This is an optimization exercise on Yosys and OpenROAD, whose aim is small area and a short achievable clock period, not a production implementation.
Only simulation tests tie the RTL to the original design; equivalence was not proved.

## v9
Design conv2d, start of the top module:
module conv2d (clk, reset, valid_in, data_in, kernel_in, load_kernel_done, data_out, valid_out, lf_done);
Size in the first run: ~37,000 cells after synthesis, ~340,000 um^2 of cells after synthesis.
clock: 11.0 ns
lec_check: 0
abc_area: 1
cap_margin: 50
core_margin: 2
core_utilization: 55
cts_cluster_diameter: 80
cts_cluster_size: 20
place_density: 0.66
setup_slack_margin: 5
slew_margin: 65
standard.sh (not shown) runs the stock make flow with config.mk's settings and CLKGATE_MAP_FILE= SYNTH_SCRIPT=/design/flow/synth_recipe.tcl, a recipe that flattens the netlist after the stock synthesis.
==> flow/flow/run.sh <==
#!/bin/bash
# Own layout flow: the standard flow (standard.sh) on all steps, with
# - a full-adder polarity pass at the start of floorplan (flow/pol.tcl) that
#   removes inverters Yosys's full-adder extraction leaves between adder cells,
# - port buffers of type buf_4 (the default picks a slow delay cell),
# - clock tree synthesis without dummy loads, with 20-sink clusters,
# - timing repair allowed to resize cells across footprints, aimed at a setup
#   target tighter than the 11 ns clock needs, so the achieved period improves.
# Each step's full log stays in orfs/logs/; make's own output goes to make.log.
set -euo pipefail
bash standard.sh MATCH_CELL_FOOTPRINT=0 SETUP_SLACK_MARGIN=7.5 \
  "PRE_FLOORPLAN_TCL=$PWD/flow/pol.tcl" \
  "BUFFER_PORTS_ARGS=-buffer_cell sky130_fd_sc_hd__buf_4" \
  "CTS_ARGS=-sink_clustering_enable -repair_clock_nets -dont_use_dummy_load -sink_clustering_size 20 -sink_clustering_max_diameter 80" \
  finish > make.log 2>&1
Other scripts of this flow, unchanged in this note and not shown: flow/flow/pol.tcl
For v10, these inputs were changed with respect to v9:
diff --git a/flow/flow/run.sh b/flow/flow/run.sh
--- a/flow/flow/run.sh
+++ b/flow/flow/run.sh
@@ -11 +11 @@
-bash standard.sh MATCH_CELL_FOOTPRINT=0 SETUP_SLACK_MARGIN=7.5 \
+bash standard.sh MATCH_CELL_FOOTPRINT=0 SETUP_SLACK_MARGIN=7.7 \
diff --git a/flow/config.mk b/flow/config.mk
--- a/flow/config.mk
+++ b/flow/config.mk
@@ -11 +11 @@
-export CORE_UTILIZATION = 55
+export CORE_UTILIZATION = 50
@@ -14 +14 @@
-export PLACE_DENSITY = 0.66
+export PLACE_DENSITY = 0.62
==> comparison <==
Delta (v10 minus v9): wire length after detailed routing increased by about 3.3% relative to the old numbers; fraction of the core area covered by cells at the end of the flow down 3.8 points; arrival time of data at the critical path endpoint shows an increase of 20 ps. v10 | status: complete | timing, DRC, antenna: pass.
Input-level comparison between v50 and v10:
diff --git a/flow/flow/run.sh b/flow/flow/run.sh
--- a/flow/flow/run.sh
+++ b/flow/flow/run.sh
@@ -11 +11 @@
-bash standard.sh MATCH_CELL_FOOTPRINT=0 SETUP_SLACK_MARGIN=7.7 \
+bash standard.sh MATCH_CELL_FOOTPRINT=0 SETUP_SLACK_MARGIN=7.3 \
Notes after the runs:
Sort v10 and v50 by sequential share of cell area desc -> top: v50. v10 -> v50: count of endpoints failing hold in the final timing report flat. [compare] base=v10 new=v50: total detailed-routing wirelength saw a decrease.
What v19 does differently from v50 at the input level:
diff --git a/flow/flow/run.sh b/flow/flow/run.sh
--- a/flow/flow/run.sh
+++ b/flow/flow/run.sh
@@ -11 +11 @@
-bash standard.sh MATCH_CELL_FOOTPRINT=0 SETUP_SLACK_MARGIN=7.3 \
+bash standard.sh MATCH_CELL_FOOTPRINT=0 SETUP_SLACK_MARGIN=7.5 \
diff --git a/flow/config.mk b/flow/config.mk
--- a/flow/config.mk
+++ b/flow/config.mk
@@ -11 +11 @@
-export CORE_UTILIZATION = 50
+export CORE_UTILIZATION = 58
@@ -14 +14 @@
-export PLACE_DENSITY = 0.62
+export PLACE_DENSITY = 0.69
- Compared to v50, v19 has total of plain and repair buffers excluding clock buffers about 13% higher.
- Compared with v50, v19 instantiates a smaller number of cells.
- v19 against v50: post-layout minimum cycle time climbed 14 ps, final hold slack dropped 11 ps, final worst-path cycle share barely changed.

== indigo ==
Starting RTL as in the previous note.
## conv2d
module conv2d (clk, reset, valid_in, data_in, kernel_in, load_kernel_done, data_out, valid_out, lf_done);
==> flow/config.mk <==
export PLATFORM = sky130hd
export DESIGN_NAME = conv2d
export DESIGN_NICKNAME = conv2d
export VERILOG_FILES = /design/flow/design.v
export SDC_FILE = /design/flow/constraint.sdc
export NUM_CORES = 8
export LEC_CHECK = 0
export ABC_AREA = 1
export CAP_MARGIN = 50
export CORE_MARGIN = 2
export CORE_UTILIZATION = 50
export CTS_CLUSTER_DIAMETER = 80
export CTS_CLUSTER_SIZE = 20
export PLACE_DENSITY = 0.62
export SETUP_SLACK_MARGIN = 5
export SLEW_MARGIN = 65
==> flow/constraint.sdc <==
create_clock -name core_clock -period 11.0 [get_ports {clk}]
set_input_delay 2.2000 -clock core_clock [delete_from_list [all_inputs] [get_ports {clk}]]
set_output_delay 2.2000 -clock core_clock [all_outputs]
set_load 0.01 [all_outputs]
==> flow/flow/run.sh <==
#!/bin/bash
# Own layout flow: the standard flow (standard.sh) on all steps, with
# - a full-adder polarity pass at the start of floorplan (flow/pol.tcl) that
#   removes inverters Yosys's full-adder extraction leaves between adder cells,
# - port buffers of type buf_4 (the default picks a slow delay cell),
# - timing repair allowed to resize cells across footprints, aimed at a setup
#   target tighter than the 11 ns clock needs, so the achieved period improves.
# Each step's full log stays in orfs/logs/; make's own output goes to make.log.
set -euo pipefail
bash standard.sh MATCH_CELL_FOOTPRINT=0 SETUP_SLACK_MARGIN=7.0 \
  "PRE_FLOORPLAN_TCL=$PWD/flow/pol.tcl" \
  "BUFFER_PORTS_ARGS=-buffer_cell sky130_fd_sc_hd__buf_4" finish > make.log 2>&1
Other scripts of this flow, unchanged in this note and not shown: flow/flow/pol.tcl
indigo reached the end of the flow, and the finished layout is clean on the timing, DRC and antenna checks.
The following lists how juniper was set up differently from indigo:
diff --git a/flow/flow/run.sh b/flow/flow/run.sh
--- a/flow/flow/run.sh
+++ b/flow/flow/run.sh
@@ -5,0 +6 @@
+# - clock tree synthesis without dummy loads, with 20-sink clusters,
@@ -10 +11 @@
-bash standard.sh MATCH_CELL_FOOTPRINT=0 SETUP_SLACK_MARGIN=7.0 \
+bash standard.sh MATCH_CELL_FOOTPRINT=0 SETUP_SLACK_MARGIN=7.5 \
@@ -12 +13,3 @@
-  "BUFFER_PORTS_ARGS=-buffer_cell sky130_fd_sc_hd__buf_4" finish > make.log 2>&1
+  "BUFFER_PORTS_ARGS=-buffer_cell sky130_fd_sc_hd__buf_4" \
+  "CTS_ARGS=-sink_clustering_enable -repair_clock_nets -dont_use_dummy_load -sink_clustering_size 20 -sink_clustering_max_diameter 80" \
+  finish > make.log 2>&1
Findings:
- juniper ends up with a number of search-and-repair iterations in the first detailed-routing pass that is 1 higher than in indigo.
- juniper leaves more setup margin than indigo.
- juniper vs indigo — final-layout worst hold slack dropped 0.0098 ns.
- | first-pass GRT wire length | indigo vs juniper | ≈ equal |
Setup changes, juniper to pepper
diff --git a/flow/flow/run.sh b/flow/flow/run.sh
--- a/flow/flow/run.sh
+++ b/flow/flow/run.sh
@@ -11 +11 @@
-bash standard.sh MATCH_CELL_FOOTPRINT=0 SETUP_SLACK_MARGIN=7.5 \
+bash standard.sh MATCH_CELL_FOOTPRINT=0 SETUP_SLACK_MARGIN=7.0 \
Notes after the runs:
- Compared with juniper, in pepper count of cell instances traversed by the critical path moved up, number of inverters outside the clock class in the layout closely matched the old numbers, total length of routed met2 wires decreased about 1%.
Here is what was changed in the inputs of yarrow compared with pepper.
- changing CORE_UTILIZATION from 50 to 55
- changing PLACE_DENSITY from 0.62 to 0.66
diff --git a/flow/flow/run.sh b/flow/flow/run.sh
--- a/flow/flow/run.sh
+++ b/flow/flow/run.sh
@@ -11 +11 @@
-bash standard.sh MATCH_CELL_FOOTPRINT=0 SETUP_SLACK_MARGIN=7.0 \
+bash standard.sh MATCH_CELL_FOOTPRINT=0 SETUP_SLACK_MARGIN=7.4 \
Critical path depth ends up lower on yarrow.
Worst setup path startpoint = alu1.v[13]$_SDFF_PN0_: yarrow; worst setup path startpoint = dblb.lb.d0.Q[13]$_DFFE_PP_: pepper
On critical path data required time: between pepper and yarrow, it ends up higher for pepper.
Worst-case reg-to-reg path depth for yarrow: 1 down relative to pepper
pepper → yarrow: smallest setup slack after layout increased 0.25 ns, fraction of standard cell area that is sequential held steady, final wirelength roughly the same, clock-buffer cell count shrank by 2.
Summed area of non-filler cells in the final layout, pepper and yarrow, higher one = yarrow.
The more densely filled core belongs to yarrow, not pepper.
Looking only at count of cells resized by post-cts repair, and setting everything else aside, the lower value of pepper and yarrow goes to pepper.

[what the ideal ports hide]
The flow's constraints put no driver on any port. The routed layouts listed below were extracted and timed again, unchanged, in two steps. Step 1 assumes that a clkbuf_16 drives the clock port and a buf_2 every other input. Step 2 adds t to the input delays and takes it off the output delays; t is the mean of the earliest and latest rising clock arrival at the registers after step 1. Input paths then give back, and output paths get back, about the clock's delay inside the block. Slacks: ideal / step 1 / step 2; pairs: ideal / step 1.
run | t (ns) | slack for setup (ns) | worst register clock-pin slew, ns
v9 | 1.183 | 7.312 / 7.172 / 7.464 | 0.09 / 0.09
v10 | 1.183 | 7.294 / 7.150 / 7.403 | 0.09 / 0.09
v50 | 1.175 | 7.300 / 7.157 / 7.338 | 0.09 / 0.09
v19 | 1.191 | 7.286 / 7.151 / 7.500 | 0.12 / 0.12
indigo | 1.212 | 7.097 / 7.058 / 7.097 | 0.10 / 0.10
juniper | 1.180 | 7.298 / 7.153 / 7.502 | 0.09 / 0.09
pepper | 1.179 | 7.064 / 7.064 / 7.064 | 0.09 / 0.09
yarrow | 1.177 | 7.316 / 7.178 / 7.402 | 0.09 / 0.09
After both steps setup and hold are still met in every run listed.
